Background: an optimization exercise with open tools, aiming at small area and a short achievable clock period. Do not read the settings as production practice.

==> run X: inputs <==
Design exec_top, start of the top module:
module exec_top (clk, rs1_d, rs2i_d, imm_d, op_a, op_l, op_s, sel_r, bra_c, pc_v, off_v, b_rs1_pc,
                 res_d_op, res_bra, res_brt_dma);
    input clk;
    input [31:0] rs1_d, rs2i_d, imm_d, pc_v, off_v;
    input [3:0] op_a, op_s;
    input [2:0] op_l;
    input [1:0] sel_r;
    input [2:0] bra_c;
    input b_rs1_pc;
    output reg [31:0] res_d_op, res_brt_dma;
    output reg res_bra;
    reg [31:0] q_rs1_d, q_rs2i_d, q_imm_d, q_pc_v, q_off_v;
    reg [3:0] q_op_a, q_op_s;
    reg [2:0] q_op_l, q_bra_c;
    reg [1:0] q_sel_r;
    reg q_b_rs1_pc;
    wire [31:0] w_res_d_op, w_res_brt_dma;
    wire w_res_bra;
    always @(posedge clk) begin
        q_rs1_d <= rs1_d; q_rs2i_d <= rs2i_d; q_imm_d <= imm_d; q_pc_v <= pc_v; q_off_v <= off_v;
        q_op_a <= op_a; q_op_s <= op_s; q_op_l <= op_l; q_bra_c <= bra_c; q_sel_r <= sel_r;
        q_b_rs1_pc <= b_rs1_pc;
        res_d_op <= w_res_d_op;
        res_brt_dma <= w_res_brt_dma;
        res_bra <= w_res_bra;
    end
    exec u_exec (.rs1_d(q_rs1_d), .rs2i_d(q_rs2i_d), .imm_d(q_imm_d), .op_a(q_op_a), .op_l(q_op_l),
                 .op_s(q_op_s), .sel_r(q_sel_r), .bra_c(q_bra_c), .res_d_op(w_res_d_op),
                 .res_bra(w_res_bra), .pc_v(q_pc_v), .off_v(q_off_v), .b_rs1_pc(q_b_rs1_pc),
                 .res_brt_dma(w_res_brt_dma));
endmodule
==> flow/config.mk <==
export PLATFORM = sky130hd
export DESIGN_NAME = exec_top
export DESIGN_NICKNAME = exec_top
export VERILOG_FILES = /design/flow/design.v
export SDC_FILE = /design/flow/constraint.sdc
export NUM_CORES = 4
export LEC_CHECK = 0
export CAP_MARGIN = 20
export CORE_MARGIN = 2
export CORE_UTILIZATION = 45
export SLEW_MARGIN = 20
==> flow/constraint.sdc <==
create_clock -name core_clock -period 5.5 [get_ports {clk}]
set_input_delay 1.1000 -clock core_clock [delete_from_list [all_inputs] [get_ports {clk}]]
set_output_delay 1.1000 -clock core_clock [all_outputs]
set_load 0.01 [all_outputs]
standard.sh (not shown) runs the stock make flow with config.mk's settings and CLKGATE_MAP_FILE= SYNTH_SCRIPT=/design/flow/synth_recipe.tcl, a recipe that flattens the netlist after the stock synthesis.
==> flow/flow/run.sh <==
#!/bin/bash
# Standard ORFS layout, with two changes to how it is made:
#  - synthesis leaves adders to ABC (no full/half-adder cell extraction),
#  - ports are buffered with the plain sky130 buffer instead of a delay cell.
set -euo pipefail
bash standard.sh ADDER_MAP_FILE= "BUFFER_PORTS_ARGS=-buffer_cell sky130_fd_sc_hd__buf_1" finish > flow_make.log 2>&1
==> inputs of run B, as changes to run X <==
--- a/flow/design.v
+++ b/flow/design.v
@@ -43,18 +43,16 @@
     output res_bra;
     wire [31:0] a = rs1_d;
     wire [31:0] b = rs2i_d;
     wire sub = (op_a == 4'b1000) | (op_a[2:1] == 2'b01);
     wire slt = (op_a[2:1] == 2'b01);
-    wire [31:0] x = a ^ b;
-    wire [32:0] ca, cs;
-    exec_pfx_a u_ca (.g(a & b), .t(a | b), .cin(1'b0), .c(ca));
-    exec_pfx_a u_cs (.g(a & ~b), .t(a | ~b), .cin(1'b1), .c(cs));
-    wire [31:0] sum = sub ? ~(x ^ cs[31:0]) : (x ^ ca[31:0]);
-    wire r32 = sub ? ~cs[32] : ca[32];
+    wire [31:0] sum;
+    wire cout;
+    exec_add32a u_add (.a(a), .b(b ^ {32{sub}}), .cin(sub), .s(sum), .cout(cout));
+    wire r32 = cout ^ sub;
     wire [31:0] res_l = (op_l == 3'b110) ? (a | b) :
-                        (op_l == 3'b111) ? (a & b) : x;
+                        (op_l == 3'b111) ? (a & b) : (a ^ b);
     wire shr = (op_s[2:0] == 3'b101);
     wire [31:0] a_rev;
     genvar i;
     generate for (i = 0; i < 32; i = i + 1) begin : g_rev
         assign a_rev[i] = a[31 - i];
@@ -71,119 +69,122 @@
     wire en_f = (sel_r == 2'b10) & ~shr;
     wire en_b = (sel_r == 2'b11);
     assign res_d_op = ({32{en_a}} & sum) | ({32{en_l}} & res_l) | ({32{en_r}} & sh_out) |
                       ({32{en_f}} & sh_out_rev) | ({32{en_b}} & b) |
                       {31'b0, en_t & (r32 ^ op_a[0])};
-    wire zero = sub ? ~|x : ~|(a | b);
+    wire zero = sub ? (a == b) : ((a | b) == 32'b0);
     assign res_bra = (bra_c[2:1] == 2'b00) ? (zero ^ bra_c[0]) :
                      bra_c[2] ? (r32 ^ bra_c[1] ^ bra_c[0]) : 1'b0;
     wire bco;
     exec_add32b u_badd (.a(b_rs1_pc ? pc_v : rs1_d), .b(off_v), .cin(1'b0), .s(res_brt_dma), .cout(bco));
 endmodule
-module exec_pfx_a (g, t, cin, c);
-    input [31:0] g, t;
+module exec_add32a (a, b, cin, s, cout);
+    input [31:0] a, b;
     input cin;
-    output [32:0] c;
-    wire g0c = g[0] | (t[0] & cin);
-    wire G0_1 = g[1] | (t[1] & g0c);
-    wire P0_1 = t[1] & t[0];
-    wire G0_3 = g[3] | (t[3] & g[2]);
-    wire P0_3 = t[3] & t[2];
-    wire G0_5 = g[5] | (t[5] & g[4]);
-    wire P0_5 = t[5] & t[4];
-    wire G0_7 = g[7] | (t[7] & g[6]);
-    wire P0_7 = t[7] & t[6];
-    wire G0_9 = g[9] | (t[9] & g[8]);
-    wire P0_9 = t[9] & t[8];
-    wire G0_11 = g[11] | (t[11] & g[10]);
-    wire P0_11 = t[11] & t[10];
-    wire G0_13 = g[13] | (t[13] & g[12]);
-    wire P0_13 = t[13] & t[12];
-    wire G0_15 = g[15] | (t[15] & g[14]);
-    wire P0_15 = t[15] & t[14];
-    wire G0_17 = g[17] | (t[17] & g[16]);
-    wire P0_17 = t[17] & t[16];
-    wire G0_19 = g[19] | (t[19] & g[18]);
-    wire P0_19 = t[19] & t[18];
-    wire G0_21 = g[21] | (t[21] & g[20]);
-    wire P0_21 = t[21] & t[20];
-    wire G0_23 = g[23] | (t[23] & g[22]);
-    wire P0_23 = t[23] & t[22];
-    wire G0_25 = g[25] | (t[25] & g[24]);
-    wire P0_25 = t[25] & t[24];
-    wire G0_27 = g[27] | (t[27] & g[26]);
-    wire P0_27 = t[27] & t[26];
-    wire G0_29 = g[29] | (t[29] & g[28]);
-    wire P0_29 = t[29] & t[28];
-    wire G0_31 = g[31] | (t[31] & g[30]);
-    wire P0_31 = t[31] & t[30];
-    wire G1_2 = g[2] | (t[2] & G0_1);
-    wire P1_2 = t[2] & P0_1;
+    output [31:0] s;
+    output cout;
+    wire [31:0] p = a ^ b;
+    wire [31:0] g = a & b;
+    wire g0c = g[0] | (p[0] & cin);
+    wire G0_1 = g[1] | (p[1] & g0c);
+    wire P0_1 = p[1] & p[0];
+    wire G0_3 = g[3] | (p[3] & g[2]);
+    wire P0_3 = p[3] & p[2];
+    wire G0_5 = g[5] | (p[5] & g[4]);
+    wire P0_5 = p[5] & p[4];
+    wire G0_7 = g[7] | (p[7] & g[6]);
+    wire P0_7 = p[7] & p[6];
+    wire G0_9 = g[9] | (p[9] & g[8]);
+    wire P0_9 = p[9] & p[8];
+    wire G0_11 = g[11] | (p[11] & g[10]);
+    wire P0_11 = p[11] & p[10];
+    wire G0_13 = g[13] | (p[13] & g[12]);
+    wire P0_13 = p[13] & p[12];
+    wire G0_15 = g[15] | (p[15] & g[14]);
+    wire P0_15 = p[15] & p[14];
+    wire G0_17 = g[17] | (p[17] & g[16]);
+    wire P0_17 = p[17] & p[16];
+    wire G0_19 = g[19] | (p[19] & g[18]);
+    wire P0_19 = p[19] & p[18];
+    wire G0_21 = g[21] | (p[21] & g[20]);
+    wire P0_21 = p[21] & p[20];
+    wire G0_23 = g[23] | (p[23] & g[22]);
+    wire P0_23 = p[23] & p[22];
+    wire G0_25 = g[25] | (p[25] & g[24]);
+    wire P0_25 = p[25] & p[24];
+    wire G0_27 = g[27] | (p[27] & g[26]);
+    wire P0_27 = p[27] & p[26];
+    wire G0_29 = g[29] | (p[29] & g[28]);
+    wire P0_29 = p[29] & p[28];
+    wire G0_31 = g[31] | (p[31] & g[30]);
+    wire P0_31 = p[31] & p[30];
+    wire G1_2 = g[2] | (p[2] & G0_1);
+    wire P1_2 = p[2] & P0_1;
     wire G1_3 = G0_3 | (P0_3 & G0_1);
     wire P1_3 = P0_3 & P0_1;
-    wire G1_6 = g[6] | (t[6] & G0_5);
-    wire P1_6 = t[6] & P0_5;
+    wire G1_6 = g[6] | (p[6] & G0_5);
+    wire P1_6 = p[6] & P0_5;
     wire G1_7 = G0_7 | (P0_7 & G0_5);
     wire P1_7 = P0_7 & P0_5;
-    wire G1_10 = g[10] | (t[10] & G0_9);
-    wire P1_10 = t[10] & P0_9;
+    wire G1_10 = g[10] | (p[10] & G0_9);
+    wire P1_10 = p[10] & P0_9;
     wire G1_11 = G0_11 | (P0_11 & G0_9);
     wire P1_11 = P0_11 & P0_9;
-    wire G1_14 = g[14] | (t[14] & G0_13);
-    wire P1_14 = t[14] & P0_13;
+    wire G1_14 = g[14] | (p[14] & G0_13);
+    wire P1_14 = p[14] & P0_13;
     wire G1_15 = G0_15 | (P0_15 & G0_13);
     wire P1_15 = P0_15 & P0_13;
-    wire G1_18 = g[18] | (t[18] & G0_17);
-    wire P1_18 = t[18] & P0_17;
+    wire G1_18 = g[18] | (p[18] & G0_17);
+    wire P1_18 = p[18] & P0_17;
     wire G1_19 = G0_19 | (P0_19 & G0_17);
     wire P1_19 = P0_19 & P0_17;
-    wire G1_22 = g[22] | (t[22] & G0_21);
-    wire P1_22 = t[22] & P0_21;
+    wire G1_22 = g[22] | (p[22] & G0_21);
+    wire P1_22 = p[22] & P0_21;
     wire G1_23 = G0_23 | (P0_23 & G0_21);
     wire P1_23 = P0_23 & P0_21;
-    wire G1_26 = g[26] | (t[26] & G0_25);
-    wire P1_26 = t[26] & P0_25;
+    wire G1_26 = g[26] | (p[26] & G0_25);
+    wire P1_26 = p[26] & P0_25;
     wire G1_27 = G0_27 | (P0_27 & G0_25);
     wire P1_27 = P0_27 & P0_25;
-    wire G1_30 = g[30] | (t[30] & G0_29);
-    wire P1_30 = t[30] & P0_29;
+    wire G1_30 = g[30] | (p[30] & G0_29);
+    wire P1_30 = p[30] & P0_29;
     wire G1_31 = G0_31 | (P0_31 & G0_29);
     wire P1_31 = P0_31 & P0_29;
-    wire G2_4 = g[4] | (t[4] & G1_3);
-    wire P2_4 = t[4] & P1_3;
+    wire G2_4 = g[4] | (p[4] & G1_3);
+    wire P2_4 = p[4] & P1_3;
     wire G2_5 = G0_5 | (P0_5 & G1_3);
     wire P2_5 = P0_5 & P1_3;
     wire G2_6 = G1_6 | (P1_6 & G1_3);
     wire P2_6 = P1_6 & P1_3;
     wire G2_7 = G1_7 | (P1_7 & G1_3);
     wire P2_7 = P1_7 & P1_3;
-    wire G2_12 = g[12] | (t[12] & G1_11);
-    wire P2_12 = t[12] & P1_11;
+    wire G2_12 = g[12] | (p[12] & G1_11);
+    wire P2_12 = p[12] & P1_11;
     wire G2_13 = G0_13 | (P0_13 & G1_11);
     wire P2_13 = P0_13 & P1_11;
     wire G2_14 = G1_14 | (P1_14 & G1_11);
     wire P2_14 = P1_14 & P1_11;
     wire G2_15 = G1_15 | (P1_15 & G1_11);
     wire P2_15 = P1_15 & P1_11;
-    wire G2_20 = g[20] | (t[20] & G1_19);
-    wire P2_20 = t[20] & P1_19;
+    wire G2_20 = g[20] | (p[20] & G1_19);
+    wire P2_20 = p[20] & P1_19;
     wire G2_21 = G0_21 | (P0_21 & G1_19);
     wire P2_21 = P0_21 & P1_19;
     wire G2_22 = G1_22 | (P1_22 & G1_19);
     wire P2_22 = P1_22 & P1_19;
     wire G2_23 = G1_23 | (P1_23 & G1_19);
     wire P2_23 = P1_23 & P1_19;
-    wire G2_28 = g[28] | (t[28] & G1_27);
-    wire P2_28 = t[28] & P1_27;
+    wire G2_28 = g[28] | (p[28] & G1_27);
+    wire P2_28 = p[28] & P1_27;
     wire G2_29 = G0_29 | (P0_29 & G1_27);
     wire P2_29 = P0_29 & P1_27;
     wire G2_30 = G1_30 | (P1_30 & G1_27);
     wire P2_30 = P1_30 & P1_27;
     wire G2_31 = G1_31 | (P1_31 & G1_27);
     wire P2_31 = P1_31 & P1_27;
-    wire G3_8 = g[8] | (t[8] & G2_7);
-    wire P3_8 = t[8] & P2_7;
+    wire G3_8 = g[8] | (p[8] & G2_7);
+    wire P3_8 = p[8] & P2_7;
     wire G3_9 = G0_9 | (P0_9 & G2_7);
     wire P3_9 = P0_9 & P2_7;
     wire G3_10 = G1_10 | (P1_10 & G2_7);
     wire P3_10 = P1_10 & P2_7;
     wire G3_11 = G1_11 | (P1_11 & G2_7);
@@ -194,12 +195,12 @@
     wire P3_13 = P2_13 & P2_7;
     wire G3_14 = G2_14 | (P2_14 & G2_7);
     wire P3_14 = P2_14 & P2_7;
     wire G3_15 = G2_15 | (P2_15 & G2_7);
     wire P3_15 = P2_15 & P2_7;
-    wire G3_24 = g[24] | (t[24] & G2_23);
-    wire P3_24 = t[24] & P2_23;
+    wire G3_24 = g[24] | (p[24] & G2_23);
+    wire P3_24 = p[24] & P2_23;
     wire G3_25 = G0_25 | (P0_25 & G2_23);
     wire P3_25 = P0_25 & P2_23;
     wire G3_26 = G1_26 | (P1_26 & G2_23);
     wire P3_26 = P1_26 & P2_23;
     wire G3_27 = G1_27 | (P1_27 & G2_23);
@@ -210,12 +211,12 @@
     wire P3_29 = P2_29 & P2_23;
     wire G3_30 = G2_30 | (P2_30 & G2_23);
     wire P3_30 = P2_30 & P2_23;
     wire G3_31 = G2_31 | (P2_31 & G2_23);
     wire P3_31 = P2_31 & P2_23;
-    wire G4_16 = g[16] | (t[16] & G3_15);
-    wire P4_16 = t[16] & P3_15;
+    wire G4_16 = g[16] | (p[16] & G3_15);
+    wire P4_16 = p[16] & P3_15;
     wire G4_17 = G0_17 | (P0_17 & G3_15);
     wire P4_17 = P0_17 & P3_15;
     wire G4_18 = G1_18 | (P1_18 & G3_15);
     wire P4_18 = P1_18 & P3_15;
     wire G4_19 = G1_19 | (P1_19 & G3_15);
@@ -242,43 +243,43 @@
     wire P4_29 = P3_29 & P3_15;
     wire G4_30 = G3_30 | (P3_30 & G3_15);
     wire P4_30 = P3_30 & P3_15;
     wire G4_31 = G3_31 | (P3_31 & G3_15);
     wire P4_31 = P3_31 & P3_15;
-    assign c[0] = cin;
-    assign c[1] = g0c;
-    assign c[2] = G0_1;
-    assign c[3] = G1_2;
-    assign c[4] = G1_3;
-    assign c[5] = G2_4;
-    assign c[6] = G2_5;
-    assign c[7] = G2_6;
-    assign c[8] = G2_7;
-    assign c[9] = G3_8;
-    assign c[10] = G3_9;
-    assign c[11] = G3_10;
-    assign c[12] = G3_11;
-    assign c[13] = G3_12;
-    assign c[14] = G3_13;
-    assign c[15] = G3_14;
-    assign c[16] = G3_15;
-    assign c[17] = G4_16;
-    assign c[18] = G4_17;
-    assign c[19] = G4_18;
-    assign c[20] = G4_19;
-    assign c[21] = G4_20;
-    assign c[22] = G4_21;
-    assign c[23] = G4_22;
-    assign c[24] = G4_23;
-    assign c[25] = G4_24;
-    assign c[26] = G4_25;
-    assign c[27] = G4_26;
-    assign c[28] = G4_27;
-    assign c[29] = G4_28;
-    assign c[30] = G4_29;
-    assign c[31] = G4_30;
-    assign c[32] = G4_31;
+    assign s[0] = p[0] ^ cin;
+    assign s[1] = p[1] ^ g0c;
+    assign s[2] = p[2] ^ G0_1;
+    assign s[3] = p[3] ^ G1_2;
+    assign s[4] = p[4] ^ G1_3;
+    assign s[5] = p[5] ^ G2_4;
+    assign s[6] = p[6] ^ G2_5;
+    assign s[7] = p[7] ^ G2_6;
+    assign s[8] = p[8] ^ G2_7;
+    assign s[9] = p[9] ^ G3_8;
+    assign s[10] = p[10] ^ G3_9;
+    assign s[11] = p[11] ^ G3_10;
+    assign s[12] = p[12] ^ G3_11;
+    assign s[13] = p[13] ^ G3_12;
+    assign s[14] = p[14] ^ G3_13;
+    assign s[15] = p[15] ^ G3_14;
+    assign s[16] = p[16] ^ G3_15;
+    assign s[17] = p[17] ^ G4_16;
+    assign s[18] = p[18] ^ G4_17;
+    assign s[19] = p[19] ^ G4_18;
+    assign s[20] = p[20] ^ G4_19;
+    assign s[21] = p[21] ^ G4_20;
+    assign s[22] = p[22] ^ G4_21;
+    assign s[23] = p[23] ^ G4_22;
+    assign s[24] = p[24] ^ G4_23;
+    assign s[25] = p[25] ^ G4_24;
+    assign s[26] = p[26] ^ G4_25;
+    assign s[27] = p[27] ^ G4_26;
+    assign s[28] = p[28] ^ G4_27;
+    assign s[29] = p[29] ^ G4_28;
+    assign s[30] = p[30] ^ G4_29;
+    assign s[31] = p[31] ^ G4_30;
+    assign cout = G4_31;
 endmodule
 module exec_add32b (a, b, cin, s, cout);
     input [31:0] a, b;
     input cin;
     output [31:0] s;
==> flow/run.sh (new file) <==
#!/bin/bash
# synth_recipe.tcl (not shown) runs the flow's synth.tcl, then flattens the netlist and writes it again
# the make line also repeats each setting of config.mk as NAME=value (left out here)
make -C /OpenROAD-flow-scripts/flow DESIGN_CONFIG=/design/flow/config.mk WORK_HOME=/design/flow/orfs CLKGATE_MAP_FILE= SYNTH_SCRIPT=/design/flow/synth_recipe.tcl finish
removed: flow/flow/run.sh
removed: flow/standard.sh
==> flow_summary.ini <==
[synthesis]
ys_top_cells_by_count = dfxtp_1, nand2_1, ha_1
synth_top_area_share_pct = 34.15

[pwr]
p_leak_uw = 0.006621
powerComb_uw = 1350

[floorplanning]
taps = 341
start_util_pct = 45.59
num_rows = 60

[layout]
drive_above_1_share_pct = 6.254
final_core_util_pct = 57.05

[sta]
min_period_ns = 4.344
worstMarginPinSlew_ns = 1.113

[run_status]
outcome = no timing/DRC/antenna violations

[setup_path]
reg2reg_slack_ns = 1.16

[placed_design]
gp_congestion = 0.9597
-- figures above: run B

==> flow_summary.ini <==
[run_status]
outcome = no timing/DRC/antenna violations

[floorplanning]
start_util_pct = 46.09
num_rows = 59

[pwr]
powerComb_uw = 1000

[synthesis]
ys_top_cells_by_count = dfxtp_1, nor2_1, a21oi_1
synth_top_area_share_pct = 34.64

[sta]
worstMarginPinSlew_ns = 1.015

[placed_design]
gp_congestion = 1.017

[setup_path]
reg2reg_slack_ns = 1.47
-- figures above: run X

Function was not checked in any run of this note: the RTL went through the layout flow alone.

[static timing again, ports no longer ideal]
The results above use ideal ports. As a check the final layouts listed here were re-extracted and re-timed, cells and wires unchanged. Step 1: set_driving_cell puts a clkbuf_16 on clk and a buf_2 on each other input, an assumption about the parent block. Step 2 also shifts input and output timing later by t, the mid clock arrival at the registers, as if the neighbouring blocks saw the same clock. Three values: no drivers, after step 1, after step 2; two values: the first two.
run	t, ns	setup WS [ns]	hold slack, ns	latest minus earliest clock arrival (ns)	worst data-port slew with drivers (ns)
run X	0.558	1.474 / 1.474 / 1.474	0.511 / 0.511 / 0.511	0.007 / 0.007	0.05
run B	0.565	1.156 / 1.156 / 1.156	0.463 / 0.463 / 0.463	0.025 / 0.025	0.07
After both steps setup and hold are still met in every run listed.
